Background: an optimization exercise with open tools, aiming at small area and a short achievable clock period. Do not read the settings as production practice.
Where RTL was checked, it was by simulation tests only, not by an equivalence proof against the original.
The clock port is modelled as an ideal driver, which makes a skipped or thinned clock tree look cheaper than it is; a real chip needs a root buffer or a tree.
Power and IR drop assume default switching activity.

amber:
==> flow/design.v <==
module Col0_Links (
    input  [23:0] p,
    output [11:0] l     
);
    wire [1:0] d [0:7];
    genvar k;
    generate for (k = 0; k < 8; k = k + 1) begin : g_d
        assign d[k] = p[3*k+1 +: 2];
    end endgenerate
    assign l[0]  = (d[0] == d[3]) | (d[1] == d[2]);
    assign l[1]  = (d[0] == d[2]) | (d[1] == d[3]);
    assign l[2]  = (d[0] == d[5]) | (d[1] == d[4]);
    assign l[3]  = (d[0] == d[4]) | (d[1] == d[5]);
    assign l[4]  = (d[0] == d[7]) | (d[1] == d[6]);
    assign l[5]  = (d[0] == d[6]) | (d[1] == d[7]);
    assign l[6]  = (d[2] == d[5]) | (d[3] == d[4]);
    assign l[7]  = (d[2] == d[4]) | (d[3] == d[5]);
    assign l[8]  = (d[2] == d[7]) | (d[3] == d[6]);
    assign l[9]  = (d[2] == d[6]) | (d[3] == d[7]);
    assign l[10] = (d[4] == d[7]) | (d[5] == d[6]);
    assign l[11] = (d[4] == d[6]) | (d[5] == d[7]);
endmodule
module Col0_Settings (
    input  [11:0] l,
    output [2:0]  s0       
);
    wire bs01 = l[0],  bd01 = l[1],  bs02 = l[2],  bd02 = l[3];
    wire bs03 = l[4],  bd03 = l[5],  bs12 = l[6],  bd12 = l[7];
    wire bs13 = l[8],  bd13 = l[9],  bs23 = l[10], bd23 = l[11];
    wire f0_1 = bd01 | (bs02 & bd12) | (bd02 & bs12) | (bs03 & bd13) | (bd03 & bs13);
    wire f1_2 = bs02 | (bs01 & bs12) | (bd01 & bd12) | (bs03 & bs23) | (bd03 & bd23);
    wire f0_2 = bd02 | (bs01 & bd12) | (bd01 & bs12) | (bs03 & bd23) | (bd03 & bs23);
    wire f1_3 = bs03 | (bs01 & bs13) | (bd01 & bd13) | (bs02 & bs23) | (bd02 & bd23);
    wire f0_3 = bd03 | (bs01 & bd13) | (bd01 & bs13) | (bs02 & bd23) | (bd02 & bs23);
    wire s1 = ~f0_1;
    wire s2 = f1_2 | ~(f0_2 | bd12);
    wire s3 = f1_3 | ~(f0_3 | bd13 | (bd23 & ~bs13));
    assign s0 = {s3, s2, s1};
endmodule
module Sub_Route (
    input [1:0] g0,
    input       g1h,
    input [1:0] g2,
    input       g3l,
    output [4:0] s     
);
    wire c11 = g2[1] ^ g0[1];
    wire a   = ~g0[0];
    wire b   = c11 ? ~g2[0] : ~g3l;
    assign s[0] = c11;
    assign s[1] = ~g0[1];
    assign s[2] = ~g1h;
    assign s[3] = g0[1] ? b : a;
    assign s[4] = g0[1] ? a : b;
endmodule
module Rest_Route (
    input  [23:0] p,
    input  [2:0]  s,
    input  [2:0]  sn,
    output [16:0] q     
);
    wire [3:0] sx  = {s, 1'b1};
    wire [3:0] sxn = {sn, 1'b0};
    wire [7:0] su;      
    wire [3:0] lu;      
    wire [5:0] sl;      
    genvar r;
    generate for (r = 0; r < 4; r = r + 1) begin : g_u
        assign su[2*r +: 2] = ({2{sx[r]}} & p[6*r+1 +: 2]) | ({2{sxn[r]}} & p[6*r+4 +: 2]);
        assign lu[r]        = (sx[r] & p[6*r])             | (sxn[r] & p[6*r+3]);
    end endgenerate
    assign sl[1:0] = p[5:4];                                           
    assign sl[2]   = (sx[1] & p[11])            | (sxn[1] & p[8]);           
    assign sl[4:3] = ({2{sx[2]}} & p[17:16])    | ({2{sxn[2]}} & p[14:13]);  
    assign sl[5]   = (sx[3] & p[22])            | (sxn[3] & p[19]);          
    wire [3:0] t;
    genvar j;
    generate for (j = 0; j < 4; j = j + 1) begin : g_t
        assign t[j] = (su[1:0] == j & ~lu[0]) | (su[3:2] == j & ~lu[1]) |
                      (su[5:4] == j & ~lu[2]) | (su[7:6] == j & ~lu[3]);
    end endgenerate
    wire [4:0] bu, bl;
    Sub_Route u(.g0(su[1:0]), .g1h(su[3]), .g2(su[5:4]), .g3l(su[6]), .s(bu));
    Sub_Route l(.g0(sl[1:0]), .g1h(sl[2]), .g2(sl[4:3]), .g3l(sl[5]), .s(bl));
    assign q = {t, s, bl, bu};
endmodule
module Benes_8p (input wire [2:0] mp0, mp1, mp2, mp3, mp4, mp5, mp6, mp7,
    input clk,
    output wire [19:0] state
);
    wire [23:0] p0 = {mp7, mp6, mp5, mp4, mp3, mp2, mp1, mp0};
    wire [11:0] l_w;
    Col0_Links c0l(.p(p0), .l(l_w));
    reg [23:0] p1;
    reg [11:0] l1;
    always @(posedge clk) begin
        p1 <= p0;
        l1 <= l_w;
    end
    wire [2:0] s0_w;
    Col0_Settings c0s(.l(l1), .s0(s0_w));
    reg [23:0] p2;
    reg [2:0]  s0_2, s0n_2;
    always @(posedge clk) begin
        p2     <= p1;
        s0_2   <= s0_w;
        s0n_2  <= ~s0_w;
    end
    wire [16:0] q_w;
    Rest_Route rr(.p(p2), .s(s0_2), .sn(s0n_2), .q(q_w));
    reg [16:0] q3, q4, q5, q6, q7;
    always @(posedge clk) begin
        q3 <= q_w;
        q4 <= q3;
        q5 <= q4;
        q6 <= q5;
        q7 <= q6;
    end
    assign state[0]  = 1'b1;
    assign state[1]  = 1'b1;
    assign state[2]  = q7[1];
    assign state[3]  = q7[3];
    assign state[4]  = q7[13];
    assign state[5]  = q7[10];
    assign state[6]  = q7[0];
    assign state[7]  = q7[2];
    assign state[8]  = q7[4];
    assign state[9]  = q7[14];
    assign state[10] = q7[11];
    assign state[11] = 1'b1;
    assign state[12] = q7[6];
    assign state[13] = q7[8];
    assign state[14] = q7[15];
    assign state[15] = q7[12];
    assign state[16] = q7[5];
    assign state[17] = q7[7];
    assign state[18] = q7[9];
    assign state[19] = q7[16];
endmodule
export LEC_CHECK = 0
export ABC_AREA = 1
export CAP_MARGIN = 20
export CORE_MARGIN = 2
export CORE_UTILIZATION = 70
export SETUP_SLACK_MARGIN = 1.3
export SLEW_MARGIN = 20
create_clock -name core_clock -period 2.5 [get_ports {clk}]
standard.sh (not shown) runs the stock make flow with config.mk's settings and CLKGATE_MAP_FILE= SYNTH_SCRIPT=/design/flow/synth_recipe.tcl, a recipe that flattens the netlist after the stock synthesis.
==> flow/flow/run.sh <==
#!/bin/bash
# The standard layout, with the clock tree built by flow/clock_tree.tcl (a
# tree with up to FLOW_CTS_LEAF registers per leaf buffer) in
# place of TritonCTS's.
set -euo pipefail
here=$(pwd)
export FLOW_CTS_LEAF=${FLOW_CTS_LEAF:-38}
export FLOW_CLOCK_PORT=clk
bash standard.sh "PRE_CTS_TCL=$here/flow/clock_tree.tcl" "BUFFER_PORTS_ARGS=-buffer_cell sky130_fd_sc_hd__buf_2" finish > "$here/make_finish.log" 2>&1
test -f out/final.def
Other scripts of this flow, unchanged in this note and not shown: flow/flow/clock_tree.tcl
Inputs modified between amber and pepper:
--- a/flow/design.v
+++ b/flow/design.v
@@ -1,44 +1,41 @@
 module Col0_Links (
     input  [23:0] p,
-    output [11:0] l     
+    output [10:0] l     
 );
     wire [1:0] d [0:7];
     genvar k;
     generate for (k = 0; k < 8; k = k + 1) begin : g_d
         assign d[k] = p[3*k+1 +: 2];
     end endgenerate
-    assign l[0]  = (d[0] == d[3]) | (d[1] == d[2]);
-    assign l[1]  = (d[0] == d[2]) | (d[1] == d[3]);
-    assign l[2]  = (d[0] == d[5]) | (d[1] == d[4]);
-    assign l[3]  = (d[0] == d[4]) | (d[1] == d[5]);
-    assign l[4]  = (d[0] == d[7]) | (d[1] == d[6]);
-    assign l[5]  = (d[0] == d[6]) | (d[1] == d[7]);
-    assign l[6]  = (d[2] == d[5]) | (d[3] == d[4]);
-    assign l[7]  = (d[2] == d[4]) | (d[3] == d[5]);
-    assign l[8]  = (d[2] == d[7]) | (d[3] == d[6]);
-    assign l[9]  = (d[2] == d[6]) | (d[3] == d[7]);
-    assign l[10] = (d[4] == d[7]) | (d[5] == d[6]);
-    assign l[11] = (d[4] == d[6]) | (d[5] == d[7]);
+    assign l[0]  = (d[0] == d[2]) | (d[1] == d[3]);
+    assign l[1]  = (d[0] == d[5]) | (d[1] == d[4]);
+    assign l[2]  = (d[0] == d[4]) | (d[1] == d[5]);
+    assign l[3]  = (d[0] == d[7]) | (d[1] == d[6]);
+    assign l[4]  = (d[0] == d[6]) | (d[1] == d[7]);
+    assign l[5]  = (d[2] == d[5]) | (d[3] == d[4]);
+    assign l[6]  = (d[2] == d[4]) | (d[3] == d[5]);
+    assign l[7]  = (d[2] == d[7]) | (d[3] == d[6]);
+    assign l[8]  = (d[2] == d[6]) | (d[3] == d[7]);
+    assign l[9]  = (d[4] == d[7]) | (d[5] == d[6]);
+    assign l[10] = (d[4] == d[6]) | (d[5] == d[7]);
 endmodule
 module Col0_Settings (
-    input  [11:0] l,
+    input  [10:0] l,
     output [2:0]  s0       
 );
-    wire bs01 = l[0],  bd01 = l[1],  bs02 = l[2],  bd02 = l[3];
-    wire bs03 = l[4],  bd03 = l[5],  bs12 = l[6],  bd12 = l[7];
-    wire bs13 = l[8],  bd13 = l[9],  bs23 = l[10], bd23 = l[11];
-    wire f0_1 = bd01 | (bs02 & bd12) | (bd02 & bs12) | (bs03 & bd13) | (bd03 & bs13);
-    wire f1_2 = bs02 | (bs01 & bs12) | (bd01 & bd12) | (bs03 & bs23) | (bd03 & bd23);
-    wire f0_2 = bd02 | (bs01 & bd12) | (bd01 & bs12) | (bs03 & bd23) | (bd03 & bs23);
-    wire f1_3 = bs03 | (bs01 & bs13) | (bd01 & bd13) | (bs02 & bs23) | (bd02 & bd23);
-    wire f0_3 = bd03 | (bs01 & bd13) | (bd01 & bs13) | (bs02 & bd23) | (bd02 & bs23);
-    wire s1 = ~f0_1;
-    wire s2 = f1_2 | ~(f0_2 | bd12);
-    wire s3 = f1_3 | ~(f0_3 | bd13 | (bd23 & ~bs13));
-    assign s0 = {s3, s2, s1};
+    wire bd01 = l[0], bs02 = l[1], bd02 = l[2], bs03 = l[3], bd03 = l[4];
+    wire bs12 = l[5], bd12 = l[6], bs13 = l[7], bd13 = l[8];
+    wire bs23 = l[9], bd23 = l[10];
+    wire n13 = ~(bs13 | bd13), n23 = ~(bs23 | bd23);
+    wire s1 = ~(bd01 | (bs02 & bd12) | (bd02 & bs12) | (bs03 & bd13) | (bd03 & bs13));
+    wire y1 = bs12 | (~bd12 & ~bd02);
+    wire y0 = bd12 | (~bs12 & ~bd02);
+    wire x1 = bs13 | (n13 & ((bs23 & y1) | (bd23 & ~y1) | (n23 & ~bd03)));
+    wire x0 = bd13 | (n13 & ((bs23 & y0) | (bd23 & ~y0) | (n23 & ~bd03)));
+    assign s0 = {s1 ? x1 : x0, s1 ? y1 : y0, s1};
 endmodule
 module Sub_Route (
     input [1:0] g0,
     input       g1h,
     input [1:0] g2,
     input       g3l,
@@ -86,31 +83,30 @@
 endmodule
 module Benes_8p (input wire [2:0] mp0, mp1, mp2, mp3, mp4, mp5, mp6, mp7,
     input clk,
     output wire [19:0] state
 );
     wire [23:0] p0 = {mp7, mp6, mp5, mp4, mp3, mp2, mp1, mp0};
-    wire [11:0] l_w;
+    wire [10:0] l_w;
     Col0_Links c0l(.p(p0), .l(l_w));
     reg [23:0] p1;
-    reg [11:0] l1;
+    reg [10:0] l1;
     always @(posedge clk) begin
         p1 <= p0;
         l1 <= l_w;
     end
     wire [2:0] s0_w;
     Col0_Settings c0s(.l(l1), .s0(s0_w));
     reg [23:0] p2;
-    reg [2:0]  s0_2, s0n_2;
+    reg [2:0]  s0_2;
     always @(posedge clk) begin
         p2     <= p1;
         s0_2   <= s0_w;
-        s0n_2  <= ~s0_w;
     end
     wire [16:0] q_w;
-    Rest_Route rr(.p(p2), .s(s0_2), .sn(s0n_2), .q(q_w));
+    Rest_Route rr(.p(p2), .s(s0_2), .sn(~s0_2), .q(q_w));
     reg [16:0] q3, q4, q5, q6, q7;
     always @(posedge clk) begin
         q3 <= q_w;
         q4 <= q3;
         q5 <= q4;
         q6 <= q5;
[summary]
pepper against amber: wire length higher, height of the die lower. Measured against each other, amber and pepper differ in met3 layer usage reported by global route, the higher figure coming from pepper. Looking at worst-case setup margin in the final layout, pepper sits 0.081 ns below amber. Worst setup path endpoint = q3[3]$_DFF_P_: pepper; worst setup path endpoint = state[9]: amber. Diff amber -> pepper: power increased 2.4%, shortest period the worst path allows higher, final instance count without filler cells decreased by 18 relative to the old numbers. Measured against each other, amber and pepper differ in final design utilization, the higher figure coming from pepper. On hold slack, pepper tracks amber almost exactly. Share of the yosys chip area belonging to registers: pepper vs amber up 0.34 points. Final cell area: pepper below amber.
Only the layout flow was run in pepper; the RTL was not checked for function there. No run of this note takes its clock network from TritonCTS; it comes from the design's own scripts or RTL.

## re-timing with driven ports
How much do the figures lean on ideal ports? The routed layouts below were timed once more, with nothing changed but the port constraints.
Step 1: set_driving_cell puts a clkbuf_16 on clk and a buf_2 on each other input, an assumption about the parent block.
Step 2 also shifts input and output timing later by t, the mid clock arrival at the registers, as if the neighbouring blocks saw the same clock.
a / b / c = ideal ports / drivers / drivers and shift; a / b = the first two.
| run | t (ns) | setup WS [ns] | hold slack, ns | worst setup path after step 2 | pins driven straight from the clock port |
|---|---|---|---|---|---|
| amber | 0.248 | 1.367 / 1.294 / 1.384 | 0.336 / 0.336 / 0.336 | input to register | 4 |
| pepper | 0.249 | 1.285 / 1.281 / 1.285 | 0.334 / 0.334 / 0.334 | register to register | 4 |
After both steps every run listed still meets setup and hold.
